From an optimization exercise on the open Yosys and OpenROAD flow, aimed at small area; shortcuts taken in it are not production practice.
Function was checked by simulation only, so behaviour that the tests miss may differ from the original.
Power is estimated from default activity; no workload was simulated.

[flow/design.v]
module Processing_Element #(
    parameter integer DATA_WIDTH=8,
    parameter integer ACCUMULATOR_DATA_WIDTH=32
) (
    input  wire                                     CLK,
    input  wire                                     ASYNC_RST,
    input  wire                                     SYNC_RST,
    input  wire                                     EN,
    input  wire                                     LOAD,
    input  wire signed [DATA_WIDTH-1:0]             Input,
    input  wire signed [ACCUMULATOR_DATA_WIDTH-1:0] PsumIn,
    output reg  signed [DATA_WIDTH-1:0]             ToRight,
    output reg  signed [ACCUMULATOR_DATA_WIDTH-1:0] PsumOut
);
    reg signed [DATA_WIDTH-1:0] registered_weight;
    reg signed [DATA_WIDTH-1:0] WeightToRight;
    reg signed [DATA_WIDTH-1:0] InputToRight;
    always @(*) begin
        if (LOAD) begin
            ToRight = WeightToRight;
        end
        else begin
            ToRight = InputToRight;
        end
    end
    always @(posedge CLK or negedge ASYNC_RST) begin
        if (~ASYNC_RST) begin
            registered_weight <= 'd0;
            WeightToRight     <= 'd0;
            InputToRight      <= 'd0;
            PsumOut           <= 'd0;
        end
        else if (EN) begin
            if (SYNC_RST) begin
                registered_weight <= 'd0;
                WeightToRight     <= 'd0;
                InputToRight      <= 'd0;
                PsumOut           <= 'd0;
            end
            else if (LOAD) begin
                registered_weight <= Input;
                WeightToRight     <= Input;
            end
            else begin
                PsumOut      <= (Input * registered_weight) + PsumIn;
                InputToRight <= Input;
            end
        end
    end
endmodule
module Matrix_Multiply_Unit #(
    parameter integer DATA_WIDTH=8,
    parameter integer ACCUMULATOR_DATA_WIDTH=19,
    parameter integer SA_LENGTH=6
) (
    input  wire                                               CLK,
    input  wire                                               ASYNC_RST,
    input  wire                                               SYNC_RST,
    input  wire                                               EN,
    input  wire                                               LOAD,
    input  wire [SA_LENGTH*DATA_WIDTH-1:0]                    Inputs,
    output wire [SA_LENGTH*ACCUMULATOR_DATA_WIDTH-1:0]        Result
);
    genvar row;
    genvar col;
    wire [SA_LENGTH*SA_LENGTH*DATA_WIDTH-1:0]             ToRight;
    wire [SA_LENGTH*SA_LENGTH*ACCUMULATOR_DATA_WIDTH-1:0] Psum;
    generate
        for (col = 0; col < SA_LENGTH; col = col + 1) begin : gen_result
            assign Result[col*ACCUMULATOR_DATA_WIDTH+:ACCUMULATOR_DATA_WIDTH] =
                Psum[((SA_LENGTH-1)*SA_LENGTH+col)*ACCUMULATOR_DATA_WIDTH+:ACCUMULATOR_DATA_WIDTH];
        end
    endgenerate
    generate
        for (row = 0; row < SA_LENGTH; row = row + 1) begin : gen_row
            for (col = 0; col < SA_LENGTH; col = col + 1) begin : gen_col
                wire signed [DATA_WIDTH-1:0]             pe_input;
                wire signed [ACCUMULATOR_DATA_WIDTH-1:0] pe_psum_in;
                if (col == 0) begin : gen_first_col
                    assign pe_input = Inputs[row*DATA_WIDTH+:DATA_WIDTH];
                end
                else begin : gen_other_col
                    assign pe_input = ToRight[(row*SA_LENGTH+col-1)*DATA_WIDTH+:DATA_WIDTH];
                end
                if (row == 0) begin : gen_first_row
                    assign pe_psum_in = {ACCUMULATOR_DATA_WIDTH{1'b0}};
                end
                else begin : gen_other_row
                    assign pe_psum_in = Psum[((row-1)*SA_LENGTH+col)*ACCUMULATOR_DATA_WIDTH+:ACCUMULATOR_DATA_WIDTH];
                end
                Processing_Element #(
                    .DATA_WIDTH(DATA_WIDTH),
                    .ACCUMULATOR_DATA_WIDTH(ACCUMULATOR_DATA_WIDTH)
                ) PE (
                    .CLK(CLK),
                    .ASYNC_RST(ASYNC_RST),
                    .SYNC_RST(SYNC_RST),
                    .EN(EN),
                    .LOAD(LOAD),
                    .Input(pe_input),
                    .PsumIn(pe_psum_in),
                    .ToRight(ToRight[(row*SA_LENGTH+col)*DATA_WIDTH+:DATA_WIDTH]),
                    .PsumOut(Psum[(row*SA_LENGTH+col)*ACCUMULATOR_DATA_WIDTH+:ACCUMULATOR_DATA_WIDTH])
                );
            end
        end
    endgenerate
endmodule
module Shift_Register #(
    parameter integer LENGTH=1,
    parameter integer DATA_WIDTH=32
) (
    input  wire                         CLK,
    input  wire                         ASYNC_RST,
    input  wire                         SYNC_RST,
    input  wire                         EN,
    input  wire signed [DATA_WIDTH-1:0] In,
    output wire signed [DATA_WIDTH-1:0] Out
);
    reg [LENGTH*DATA_WIDTH-1:0] regs;
    genvar i;
    always @(posedge CLK or negedge ASYNC_RST) begin
        if (~ASYNC_RST) begin
            regs[0+:DATA_WIDTH] <= 'd0;
        end
        else if (EN) begin
            if (SYNC_RST) begin
                regs[0+:DATA_WIDTH] <= 'd0;
            end
            else begin
                regs[0+:DATA_WIDTH] <= In;
            end
        end
    end
    generate
        for (i = 1; i < LENGTH; i = i + 1) begin : gen_reg
            always @(posedge CLK or negedge ASYNC_RST) begin
                if (~ASYNC_RST) begin
                    regs[i*DATA_WIDTH+:DATA_WIDTH] <= 'd0;
                end
                else if (EN) begin
                    if (SYNC_RST) begin
                        regs[i*DATA_WIDTH+:DATA_WIDTH] <= 'd0;
                    end
                    else begin
                        regs[i*DATA_WIDTH+:DATA_WIDTH] <= regs[(i-1)*DATA_WIDTH+:DATA_WIDTH];
                    end
                end
            end
        end
    endgenerate
    assign Out = regs[(LENGTH-1)*DATA_WIDTH+:DATA_WIDTH];
endmodule
module Systolic_Data_Setup #(
    parameter integer DATA_WIDTH=8,
    parameter integer SA_LENGTH=6,
    parameter integer REVERSE=0
) (
    input  wire                              CLK,
    input  wire                              ASYNC_RST,
    input  wire                              SYNC_RST,
    input  wire                              EN,
    input  wire [SA_LENGTH*DATA_WIDTH-1:0]   Inputs,
    output wire [SA_LENGTH*DATA_WIDTH-1:0]   Outputs
);
    genvar i;
    generate
        for (i = 0; i < SA_LENGTH; i = i + 1) begin : gen_shift_register
            localparam integer Lane = REVERSE ? SA_LENGTH - 1 - i : i;
            Shift_Register #(
                .LENGTH(i + 1),
                .DATA_WIDTH(DATA_WIDTH)
            ) shift_reg (
                .CLK(CLK),
                .SYNC_RST(SYNC_RST),
                .ASYNC_RST(ASYNC_RST),
                .EN(EN),
                .In(Inputs[Lane*DATA_WIDTH+:DATA_WIDTH]),
                .Out(Outputs[Lane*DATA_WIDTH+:DATA_WIDTH])
            );
        end
    endgenerate
endmodule
module Normalization #(
    parameter integer IN_WIDTH=19,
    parameter integer OUT_WIDTH=8,
    parameter integer SA_LENGTH=6
) (
    input  wire signed [7:0]                ShiftAmmount,
    input  wire signed [7:0]                Z,
    input  wire [SA_LENGTH*IN_WIDTH-1:0]    In,
    output reg  [SA_LENGTH*OUT_WIDTH-1:0]   Out
);
    localparam signed [IN_WIDTH-1:0] MAX_VALUE = (1 <<< (OUT_WIDTH-1)) - 1;
    localparam signed [IN_WIDTH-1:0] MIN_VALUE = -(1 <<< (OUT_WIDTH-1));
    integer i;
    reg signed [IN_WIDTH-1:0] in_value;
    reg signed [IN_WIDTH-1:0] shifted_value;
    always @(*) begin
        for (i = 0; i < SA_LENGTH; i = i + 1) begin
            in_value = In[i*IN_WIDTH+:IN_WIDTH];
            if (ShiftAmmount > 0) begin
                shifted_value = in_value <<< ShiftAmmount;
            end
            else begin
                shifted_value = in_value >>> (-ShiftAmmount);
            end
            shifted_value = shifted_value + Z;
            if (shifted_value > MAX_VALUE) begin
                Out[i*OUT_WIDTH+:OUT_WIDTH] = MAX_VALUE[OUT_WIDTH-1:0];
            end
            else if (shifted_value < MIN_VALUE) begin
                Out[i*OUT_WIDTH+:OUT_WIDTH] = MIN_VALUE[OUT_WIDTH-1:0];
            end
            else begin
                Out[i*OUT_WIDTH+:OUT_WIDTH] = shifted_value[OUT_WIDTH-1:0];
            end
        end
    end
endmodule
module Systolic_MMU_Top #(
    parameter  integer SA_LENGTH=6,
    parameter  integer DATA_WIDTH=8,
    localparam integer AccumulatorDataWidth=16+$clog2(SA_LENGTH)
) (
    input  wire                             CLK,
    input  wire                             ASYNC_RST,
    input  wire                             SYNC_RST,
    input  wire                             EN,
    input  wire                             LOAD,
    input  wire [SA_LENGTH*DATA_WIDTH-1:0]  Inputs,
    input  wire [7:0]                       ShiftAmmount,
    input  wire [7:0]                       Z,
    output wire [SA_LENGTH*DATA_WIDTH-1:0]  Out
);
    wire [SA_LENGTH*DATA_WIDTH-1:0]           data_setup_outputs;
    wire [SA_LENGTH*DATA_WIDTH-1:0]           mmu_inputs;
    wire [SA_LENGTH*AccumulatorDataWidth-1:0] mmu_outputs;
    wire [SA_LENGTH*AccumulatorDataWidth-1:0] deskew_outputs;
    assign mmu_inputs = LOAD ? Inputs : data_setup_outputs;
    Systolic_Data_Setup #(
        .DATA_WIDTH(DATA_WIDTH),
        .SA_LENGTH(SA_LENGTH),
        .REVERSE(0)
    ) data_setup (
        .CLK(CLK),
        .ASYNC_RST(ASYNC_RST),
        .SYNC_RST(SYNC_RST),
        .EN(EN),
        .Inputs(Inputs),
        .Outputs(data_setup_outputs)
    );
    Matrix_Multiply_Unit #(
        .DATA_WIDTH(DATA_WIDTH),
        .ACCUMULATOR_DATA_WIDTH(AccumulatorDataWidth),
        .SA_LENGTH(SA_LENGTH)
    ) mmu (
        .CLK(CLK),
        .ASYNC_RST(ASYNC_RST),
        .SYNC_RST(SYNC_RST),
        .EN(EN),
        .LOAD(LOAD),
        .Inputs(mmu_inputs),
        .Result(mmu_outputs)
    );
    Systolic_Data_Setup #(
        .DATA_WIDTH(AccumulatorDataWidth),
        .SA_LENGTH(SA_LENGTH),
        .REVERSE(1)
    ) data_deskew (
        .CLK(CLK),
        .ASYNC_RST(ASYNC_RST),
        .SYNC_RST(SYNC_RST),
        .EN(EN),
        .Inputs(mmu_outputs),
        .Outputs(deskew_outputs)
    );
    Normalization #(
        .IN_WIDTH(AccumulatorDataWidth),
        .OUT_WIDTH(DATA_WIDTH),
        .SA_LENGTH(SA_LENGTH)
    ) norm (
        .ShiftAmmount(ShiftAmmount),
        .Z(Z),
        .In(deskew_outputs),
        .Out(Out)
    );
endmodule
[flow/run.sh]
#!/bin/bash
# synth_recipe.tcl (not shown) runs the flow's synth.tcl, then flattens the netlist and writes it again
# the make line also repeats each setting of config.mk as NAME=value (left out here)
make -C /OpenROAD-flow-scripts/flow DESIGN_CONFIG=/design/flow/config.mk WORK_HOME=/design/flow/orfs CLKGATE_MAP_FILE= SYNTH_SCRIPT=/design/flow/synth_recipe.tcl finish
[flow/config.mk]
export PLATFORM = sky130hd
export DESIGN_NAME = Systolic_MMU_Top
export DESIGN_NICKNAME = Systolic_MMU_Top
export VERILOG_FILES = /design/flow/design.v
export SDC_FILE = /design/flow/constraint.sdc
export NUM_CORES = 4
export LEC_CHECK = 0
export CAP_MARGIN = 20
export CORE_MARGIN = 2
export CORE_UTILIZATION = 40
export SLEW_MARGIN = 20
[flow/constraint.sdc]
create_clock -name core_clock -period 12.0 [get_ports {CLK}]
set_input_delay 2.4000 -clock core_clock [delete_from_list [all_inputs] [get_ports {CLK}]]
set_output_delay 2.4000 -clock core_clock [all_outputs]
set_load 0.01 [all_outputs]
==> impl_results.md <==
* Seq/Total Area, Yosys at 0.219
* Clock Latency Late Sink at 0.97 ns
* ANT nets after route at 0
* Synth unique cells at 91
* # DRC at 0
* Layout Nets at about 25000
* Post-CTS Hold Buffers at 0
* #FFs+latches synth at between 1500 and 2000
* Count leader, synth: inv_1
* GPL Wtd Cong at roughly 0.9
* Final setup vio count at 0
* Area grow syn2layout at 8.13%
* Vias in the first global route at around 150k
* Slew HR at 0.250
* Root Driver: clkbuf_16
* IO buf count at approximately 120
* Yosys top cell by area: fa_1
* Period minus WS final at around 12 ns
* Post-CTS Setup Bufs at 0
* Top FF cell, synth: dfrtp_1
* Total gr overflow at 0
* GR Util All Layers at 0.214
* Most instantiated cells after synthesis: inv_1, fa_1, nand2_1
* Die Width at 712 um
* Share of layout cells above drive strength 1 at 0.0595
* Post-Synth Adder-Cell Area at 0.382
* Die height at 712 um
* Max-Cap Viols at 0
* CP Capture Type: output pin
* Leakage at 104 nW
* First-pass GRT wire length at between 800 and 900 mm
* Hold crit path type: reg2reg
* Via count at between 100k and 150k
* Worst Slack Setup Final at around 0.30 ns
* Starting Density at 0.401
* Initial antenna violation count at 11
* FP Rows at 260
* Synth Area in Compound Gates at 0.120
* Cts bufs inserted at between 200 and 250
* Initial DRC Count at 8421
* Synth Warn # at 14
* Mux share of post-synthesis cell area at 0.0272
* Area share of the largest cell type after synthesis at 0.282
* Hold slack at 0.460 ns
* Core box area at 501000 um^2
* Tcrit/Tclk final at 0.975
* Setup TNS at 0 ns
* Ys async rst share at 1.00
* Top post-synthesis cells by area: fa_1, dfrtp_1, ha_1
* Post-Synth Simple-Gate Area at 0.122
* Clock buffer depth at 4
* Status: complete, no violations
* CP required at approximately 9.6 ns
* Place WS at between 0.2 and 0.25 ns
* Die area at a little over 500000 um^2
* Syn_area_per_cell at approximately 9.5 um^2
* PwrDens at roughly 78 nW/um^2
* CTS clk-pin slew, worst paths at 0.07 ns
* CP Class: in2out
* Drt via density at a little over 5
* Synth Area in XOR/XNOR at 0.0316
* TritonRoute pass-1 iters at 6
* Worst vdd ir at approximately 0.13 mV
* Slew @ Worst Pin at 1.12 ns
* Resize count post-CTS at 0
* Post-Synthesis Cells at between 20000 and 25000
* Detailed Place HPWL at 426 mm
* Post-synth EDFFs at 0
* Clock Sinks at roughly 1800
* H-Tree Depth at 4
* Boundary Pins at about 120
* Syn nets at 25700
* Final Skew at about 0.099 ns
* Worst path arrival time at between 9 and 10 ns
* Largest family of logic cells by synthesized area: adder cells
* Final wirelength at 543 mm
* Max Transition Viols Final at 0
* TritonCTS clock tree: built
* RSZ-0062 raised after global routing: no
* Crit start category: input port
* Fmax at between 80 and 90 MHz
* Max FO, Critical Path at 22
* Netlist Area Pre-Place at between 200000 and 250000 um^2
* Final Hold Vio Count at 0
* Largest net degree at the start of global routing at 263
* Fillers at approximately 49000
* Routed wire length per instance at 19.5 um
-- routing by layer --
layer | global-route usage | wire length, um
met5 | 0 | 16
met4 | 0.0517 | 14300
met3 | 0.0162 | 15800
met2 | 0.369 | 265000
met1 | 0.294 | 247000
-- cell families after synthesis --
logic type               count (synthesis)
buffers and inverters                 5259
AO/OA/AOI/OAI                         3745
AND/OR/NAND/NOR                       4858
flip-flops                            1761
XOR/XNOR                               722
adder cells (fa/ha/maj)               4423
multiplexers                           438
-- stage by stage --
step | instances | instance area (um^2) | util | total power, W
floorplan | 21200 | 201000 | - | 0.00901
global placement | 27400 | 210000 | 0.419 | 0.0102
detailed placement | 27400 | 210000 | 0.419 | 0.0102
CTS | 27800 | 217000 | 0.434 | 0.0173
global route | 27800 | 217000 | 0.434 | 0.0180
finish | 27800 | 217000 | 0.434 | 0.0170
-- worst max-delay path: stages --
cell             delay (ns)
clkdlybuf4s50_1        0.52
buf_4                  0.27
nor3_2                 0.23
o2111ai_1              0.22
and2_2                 0.35
buf_12                 0.21
nor3_1                 0.19
buf_4                  0.33
nand2_1                0.31
a21oi_2                0.42
nor2_1                 0.07
o41ai_1                0.56
buf_4                  0.23
ha_1                   0.23
o21a_1                 0.17
nor2_1                 0.12
inv_1                  0.06
o41a_1                 0.15
o311a_1                0.39
nor2_1                 0.14
xor2_1                 0.09
nor4_1                 0.26
buf_4                  0.16
a41oi_2                0.20
o31ai_1                0.34
clkdlybuf4s50_1        0.60
-- final cells by class --
class	count	area, um^2	share of cell area
multi-input cells	14200	137000	0.631
flip-flops and latches	1761	44100	0.203
inverters	4297	16100	0.0743
well taps	6681	8360	0.0385
clock buffers	295	6140	0.0283
repair buffers	442	4100	0.0189
clock inverters	97	1290	0.00594
diodes	2	5.00	0.0000231
-- sequential cells by signal, indices dropped and copies added (netlist names) --
signal                                         flops
mmu.gen_row.gen_col.PE.PsumOut                   666
mmu.gen_row.gen_col.PE.WeightToRight              24
mmu.gen_row.gen_col.PE.registered_weight         264
mmu.gen_row.gen_col.PE.InputToRight              240
data_setup.gen_shift_register.shift_reg.regs     168
data_deskew.gen_shift_register.shift_reg.regs    399
-- final timing paths --
path / startpoint / to / slack [ns] / cells after the start
max: ShiftAmmount[5] / Out[12] / 0.30 / 26
min: flip-flop / flip-flop / 0.46 / 2
max reg2reg: flip-flop / mmu.gen_row[3].gen_col[0].PE.PsumOut[17] / 5.35 / 19
min reg2reg: flip-flop / flip-flop / 0.46 / 2
max in group asynchronous: ASYNC_RST / async pin / 8.22 / 3
min in group asynchronous: ASYNC_RST / mmu.gen_row[1].gen_col[2].PE.InputToRight[2] / 1.43 / 1
-- cell usage in the layout, fill, tap and decap left out, types with 166 or more instances in the layout --
cell / netlist / routed
a21oi_1: 500 / 499
a22o_1: 662 / 662
and2_1: 750 / 747
buf_4: 6 / 291
clkbuf_16: 0 / 219
dfrtp_1: 1761 / 1761
fa_1: 2832 / 2832
ha_1: 1591 / 1590
inv_1: 4293 / 4293
mux2_2: 206 / 206
mux2i_1: 166 / 166
nand2_1: 2117 / 2114
nand3b_1: 522 / 522
nor2_1: 410 / 408
nor2b_1: 334 / 332
o21ai_0: 1440 / 1440
or2_2: 223 / 223
xnor2_1: 502 / 499
xor2_1: 218 / 217
-- report_power, final --
| part | total, W | internal (W) | switching (W) |
|---|---|---|---|
| Sequential | 0.00633 | 0.00614 | 0.000189 |
| Clock | 0.00692 | 0.00408 | 0.00284 |
| Combinational | 0.00378 | 0.00143 | 0.00234 |

[afterwards: timing with drivers on the ports]
Ports are ideal in the flow. The routed layout listed here was re-timed in OpenROAD.
Step 1 (the two cells are an assumption about what drives the block):
set clk [get_ports {CLK}]
set_driving_cell -lib_cell sky130_fd_sc_hd__clkbuf_16 $clk
set_driving_cell -lib_cell sky130_fd_sc_hd__buf_2 [delete_from_list [all_inputs] $clk]
Step 2 moves the port delays by t, midway between the first and last clock arrival at a register: inputs arrive t later, outputs are due t later. That takes back most of the time a late clock gives input paths.
a / b / c = no drivers / after step 1 / after step 2; a / b = the first two.
shift t [ns]: 1.026
setup WS [ns]: 0.300 / 0.272 / 0.272
worst register clock-pin slew, ns: 0.07 / 0.07
worst data-port slew with drivers (ns): 0.19
After both steps setup and hold are still met in this run. The setup slack of this run moves by -0.028 ns with the drivers and by -0.028 ns with both steps.
